Context: an optimization exercise on an open-source flow, tuned for small area, a short achievable clock period and few clock cycles per item. The choices shown serve that exercise and are no tape-out recipe.
At most, simulation tests tie the RTL to the original design; equivalence was not proved.
Power figures rest on the tool's default switching activity, not on a simulated workload.

Setup of before:
==> module switch, before the edit <==
module switch
#(
    parameter ROUTER_WIDTH = 2,
    parameter AURORA_WIDTH = 256
)(
    input clk,
    input rst_n,
    input [ROUTER_WIDTH - 1:0] src_router,
    input empty_input_port_0,
    input [AURORA_WIDTH - 1:0] data_in_port_0,
    output rd_input_port_0,
    input empty_ack_fifo,
    input [AURORA_WIDTH - 1:0] ack_data,
    output rd_ack_fifo,
    input empty_input_port_1,
    input [AURORA_WIDTH - 1:0] data_in_port_1,
    output rd_input_port_1,
    input empty_input_port_2,
    input [AURORA_WIDTH - 1:0] data_in_port_2,
    output rd_input_port_2,
    output we_output_port_0,
    output [AURORA_WIDTH - 1:0] data_out_port_0,
    output we_output_port_1,
    output [AURORA_WIDTH - 1:0] data_out_port_1,
    output we_output_port_2,
    output [AURORA_WIDTH - 1:0] data_out_port_2
);
wire [AURORA_WIDTH - 1:0] din [0:3];
assign din[0] = data_in_port_0;
assign din[1] = ack_data;
assign din[2] = data_in_port_1;
assign din[3] = data_in_port_2;
wire [3:0] empty = {empty_input_port_2, empty_input_port_1, empty_ack_fifo, empty_input_port_0};
reg [3:0] held;    
reg [3:0] sel_a;   
reg [3:0] sel_b;   
reg [1:0] ptr;     
wire [3:0] is0, is1, is2;
genvar g;
generate
    for (g = 0; g < 4; g = g + 1) begin : g_route
        wire [1:0] rel = din[g][3:2] - src_router;
        assign is0[g] = (rel == 2'd0);
        assign is1[g] = (rel == 2'd3);
        assign is2[g] = rel[1] ^ rel[0];
    end
endgenerate
wire [3:0] wa  = sel_a & held & is2;
wire [3:0] wb0 = sel_b & held & is0;
wire [3:0] wb1 = sel_b & held & is1;
wire [3:0] wr  = wa | wb0 | wb1;
wire [3:0] rd  = ~held | wr;
assign rd_input_port_0 = rd[0];
assign rd_ack_fifo     = rd[1];
assign rd_input_port_1 = rd[2];
assign rd_input_port_2 = rd[3];
assign we_output_port_2 = |wa;
assign we_output_port_0 = |wb0;
assign we_output_port_1 = |wb1;
reg [AURORA_WIDTH - 1:0] out_a, out_b;
integer k;
always @(*) begin
    out_a = {AURORA_WIDTH{1'b0}};
    out_b = {AURORA_WIDTH{1'b0}};
    for (k = 0; k < 4; k = k + 1) begin
        out_a = out_a | (din[k] & {AURORA_WIDTH{sel_a[k]}});
        out_b = out_b | (din[k] & {AURORA_WIDTH{sel_b[k]}});
    end
end
assign data_out_port_2 = out_a;
assign data_out_port_0 = out_b;
assign data_out_port_1 = out_b;
wire [3:0] pop  = rd & ~empty;
wire [3:0] kept = held & ~wr;
wire [3:0] cand_a = kept & is2;
wire [3:0] cand_b = kept & ~is2;
function [3:0] pick_first(input [3:0] req, input [1:0] p);
    reg [7:0] d;
    reg [3:0] r, o;
    begin
        d = {req, req} >> p;
        r = d[3:0];
        o = r & ~(r - 4'd1);
        d = {o, o} << p;
        pick_first = d[7:4];
    end
endfunction
function [3:0] pick_last(input [3:0] req, input [1:0] p);
    reg [7:0] d;
    reg [3:0] r, o;
    begin
        d = {req, req} >> p;
        r = d[3:0];
        o = r[3] ? 4'b1000 : r[2] ? 4'b0100 : r[1] ? 4'b0010 : r[0] ? 4'b0001 : 4'b0000;
        d = {o, o} << p;
        pick_last = d[7:4];
    end
endfunction
wire [3:0] next_a = pick_first((|cand_a) ? cand_a : pop, ptr);
wire [3:0] next_b = (|cand_b) ? pick_first(cand_b, ptr) : pick_last(pop, ptr);
always @(posedge clk or negedge rst_n) begin
    if (!rst_n) begin
        held  <= 4'd0;
        sel_a <= 4'd0;
        sel_b <= 4'd0;
        ptr   <= 2'd0;
    end else begin
        held  <= pop | kept;
        sel_a <= next_a;
        sel_b <= next_b;
        ptr   <= ptr + 2'd1;
    end
end
endmodule
export LEC_CHECK = 0
export CAP_MARGIN = 20
export CORE_AREA = 5 5 645 645
export DIE_AREA = 0 0 650 650
export SLEW_MARGIN = 20
create_clock -name core_clock -period 5.0 [get_ports {clk}]
standard.sh (not shown) runs the stock make flow with config.mk's settings and CLKGATE_MAP_FILE= SYNTH_SCRIPT=/design/flow/synth_recipe.tcl, a recipe that flattens the netlist after the stock synthesis.
==> flow/flow/run.sh <==
#!/bin/bash
# Own layout flow: the standard ORFS flow with
#  - minimum-size port buffers (every port still gets its own buffer),
#  - pins grouped per data bit: bit j of the four inputs and three outputs
#    sit next to each other, so each bit's mux stays local.
set -euo pipefail
here=$(pwd)
export BUFFER_PORTS_ARGS="-buffer_cell sky130_fd_sc_hd__buf_1"
export PRE_IO_PLACEMENT_TCL="$here/flow/pins.tcl"
bash standard.sh > "$here/standard.log" 2>&1
==> flow/flow/pins.tcl <==
# Group the pins of each data bit so its mux can be placed next to them.
for {set j 0} {$j < 256} {incr j} {
  set names {}
  foreach p {data_in_port_0 ack_data data_in_port_1 data_in_port_2 data_out_port_2 data_out_port_0 data_out_port_1} {
    lappend names "$p\[$j\]"
  }
  set_io_pin_constraint -group -order -pin_names $names
}
Testbench counts of before, summed over its fixed seeds: cycles 1,175, items 1,920.
What after does differently from before at the input level:
==> flow/design.v, changed modules only <==
module switch
#(
    parameter ROUTER_WIDTH = 2,
    parameter AURORA_WIDTH = 256
)(
    input clk,
    input rst_n,
    input [ROUTER_WIDTH - 1:0] src_router,
    input empty_input_port_0,
    input [AURORA_WIDTH - 1:0] data_in_port_0,
    output rd_input_port_0,
    input empty_ack_fifo,
    input [AURORA_WIDTH - 1:0] ack_data,
    output rd_ack_fifo,
    input empty_input_port_1,
    input [AURORA_WIDTH - 1:0] data_in_port_1,
    output rd_input_port_1,
    input empty_input_port_2,
    input [AURORA_WIDTH - 1:0] data_in_port_2,
    output rd_input_port_2,
    output we_output_port_0,
    output [AURORA_WIDTH - 1:0] data_out_port_0,
    output we_output_port_1,
    output [AURORA_WIDTH - 1:0] data_out_port_1,
    output we_output_port_2,
    output [AURORA_WIDTH - 1:0] data_out_port_2
);
wire [AURORA_WIDTH - 1:0] din [0:3];
assign din[0] = data_in_port_0;
assign din[1] = ack_data;
assign din[2] = data_in_port_1;
assign din[3] = data_in_port_2;
wire [3:0] empty = {empty_input_port_2, empty_input_port_1, empty_ack_fifo, empty_input_port_0};
reg [3:0] held;    
reg [3:0] sel_a;   
reg [3:0] sel_b;   
reg [1:0] ptr;     
reg [3:0] to2, to1;   
reg [3:0] to2_n, to1_n;
always @(*) begin
    case (src_router)
        2'd0: begin to2_n = 4'b0110; to1_n = 4'b1000; end
        2'd1: begin to2_n = 4'b1100; to1_n = 4'b0001; end
        2'd2: begin to2_n = 4'b1001; to1_n = 4'b0010; end
        default: begin to2_n = 4'b0011; to1_n = 4'b0100; end
    endcase
end
wire [3:0] is1, is2;
genvar g;
generate
    for (g = 0; g < 4; g = g + 1) begin : g_route
        assign is2[g] = to2[din[g][3:2]];
        assign is1[g] = to1[din[g][3:2]];
    end
endgenerate
wire [3:0] wa  = sel_a & is2;
wire [3:0] wb1 = sel_b & is1;
wire [3:0] wb0 = sel_b & ~is2 & ~is1;
wire [3:0] wr  = wa | wb0 | wb1;
reg  [3:0] rd_a, rd_b;
wire [3:0] rd  = (is2 & rd_a) | (~is2 & rd_b);
assign rd_input_port_0 = rd[0];
assign rd_ack_fifo     = rd[1];
assign rd_input_port_1 = rd[2];
assign rd_input_port_2 = rd[3];
assign we_output_port_2 = |wa;
assign we_output_port_0 = |wb0;
assign we_output_port_1 = |wb1;
reg [AURORA_WIDTH - 1:0] out_a, out_b;
integer k;
always @(*) begin
    out_a = {AURORA_WIDTH{1'b0}};
    out_b = {AURORA_WIDTH{1'b0}};
    for (k = 0; k < 4; k = k + 1) begin
        out_a = out_a | (din[k] & {AURORA_WIDTH{sel_a[k]}});
        out_b = out_b | (din[k] & {AURORA_WIDTH{sel_b[k]}});
    end
end
assign data_out_port_2 = out_a;
assign data_out_port_0 = out_b;
assign data_out_port_1 = out_b;
wire [3:0] pop  = rd & ~empty;
wire [3:0] kept = held & ~wr;
wire [3:0] cand_a = kept & is2;
wire [3:0] cand_b = kept & ~is2;
function [3:0] pick_first(input [3:0] req, input [1:0] p);
    reg [7:0] d;
    reg [3:0] r, o;
    begin
        d = {req, req} >> p;
        r = d[3:0];
        o = r & ~(r - 4'd1);
        d = {o, o} << p;
        pick_first = d[7:4];
    end
endfunction
function [3:0] pick_last(input [3:0] req, input [1:0] p);
    reg [7:0] d;
    reg [3:0] r, o;
    begin
        d = {req, req} >> p;
        r = d[3:0];
        o = r[3] ? 4'b1000 : r[2] ? 4'b0100 : r[1] ? 4'b0010 : r[0] ? 4'b0001 : 4'b0000;
        d = {o, o} << p;
        pick_last = d[7:4];
    end
endfunction
wire [3:0] next_a = pick_first((|cand_a) ? cand_a : pop, ptr);
wire [3:0] next_b = (|cand_b) ? pick_first(cand_b, ptr) : pick_last(pop, ptr);
always @(posedge clk or negedge rst_n) begin
    if (!rst_n) begin
        held  <= 4'd0;
        sel_a <= 4'd0;
        sel_b <= 4'd0;
        ptr   <= 2'd0;
        rd_a  <= 4'b1111;
        rd_b  <= 4'b1111;
        to2   <= 4'd0;
        to1   <= 4'd0;
    end else begin
        held  <= pop | kept;
        sel_a <= next_a;
        sel_b <= next_b;
        ptr   <= ptr + 2'd1;
        rd_a  <= ~(pop | kept) | next_a;
        rd_b  <= ~(pop | kept) | next_b;
        to2   <= to2_n;
        to1   <= to1_n;
    end
end
endmodule
Against before as the reference, after delivers a higher final clock period utilization by the worst path. Combinational power share was higher in the run labelled before. Count of non-CTS buffers in the layout of before is on par with after. Between before and after, the sequential cell area fraction in the yosys report is higher for after. Delta (after minus before): worst setup slack has decreased, combined area of the multi-input logic cells has increased, sequential cell count has increased. before → after: placer's final routability congestion estimate shows an increase of 2.3%; synthesized-area fraction occupied by ao, oa, aoi and oai cells shows a reduction of 2.2 points; sequential share of layout area shows an increase of 1.5 points; register-to-register slack shows an increase of 0.13 ns; sequential power shows an increase of about 7.5%. Count of endpoints failing hold in the final timing report came out exactly the same in before and after.
The RTL of after was laid out without a check of its function.

[separate check: timing with driven ports]
The flow's constraints put no driver on any port. The routed layouts listed below were extracted and timed again, unchanged, in two steps. Step 1, drivers: a clkbuf_16 drives clk and a buf_2 each remaining input, both assumed. Step 2 times the ports against the registers' clock, not the clock port: input delays grow and output delays shrink by t, the midpoint of the rising clock arrivals with the driver on. Slacks: no drivers / after step 1 / after step 2; pairs: no drivers / after step 1.
| run | t, ns | setup slack, ns | worst setup path at the end | worst data-port slew with drivers (ns) |
|---|---|---|---|---|
| before | 0.305 | 1.118 / 1.084 / 1.084 | input to output | 0.38 |
| after | 0.312 | 1.047 / 1.023 / 1.023 | input to output | 0.29 |
After both steps setup and hold are still met in every run listed. The setup slack of before, which loses most, moves by -0.034 ns with the drivers and by -0.034 ns with both steps.
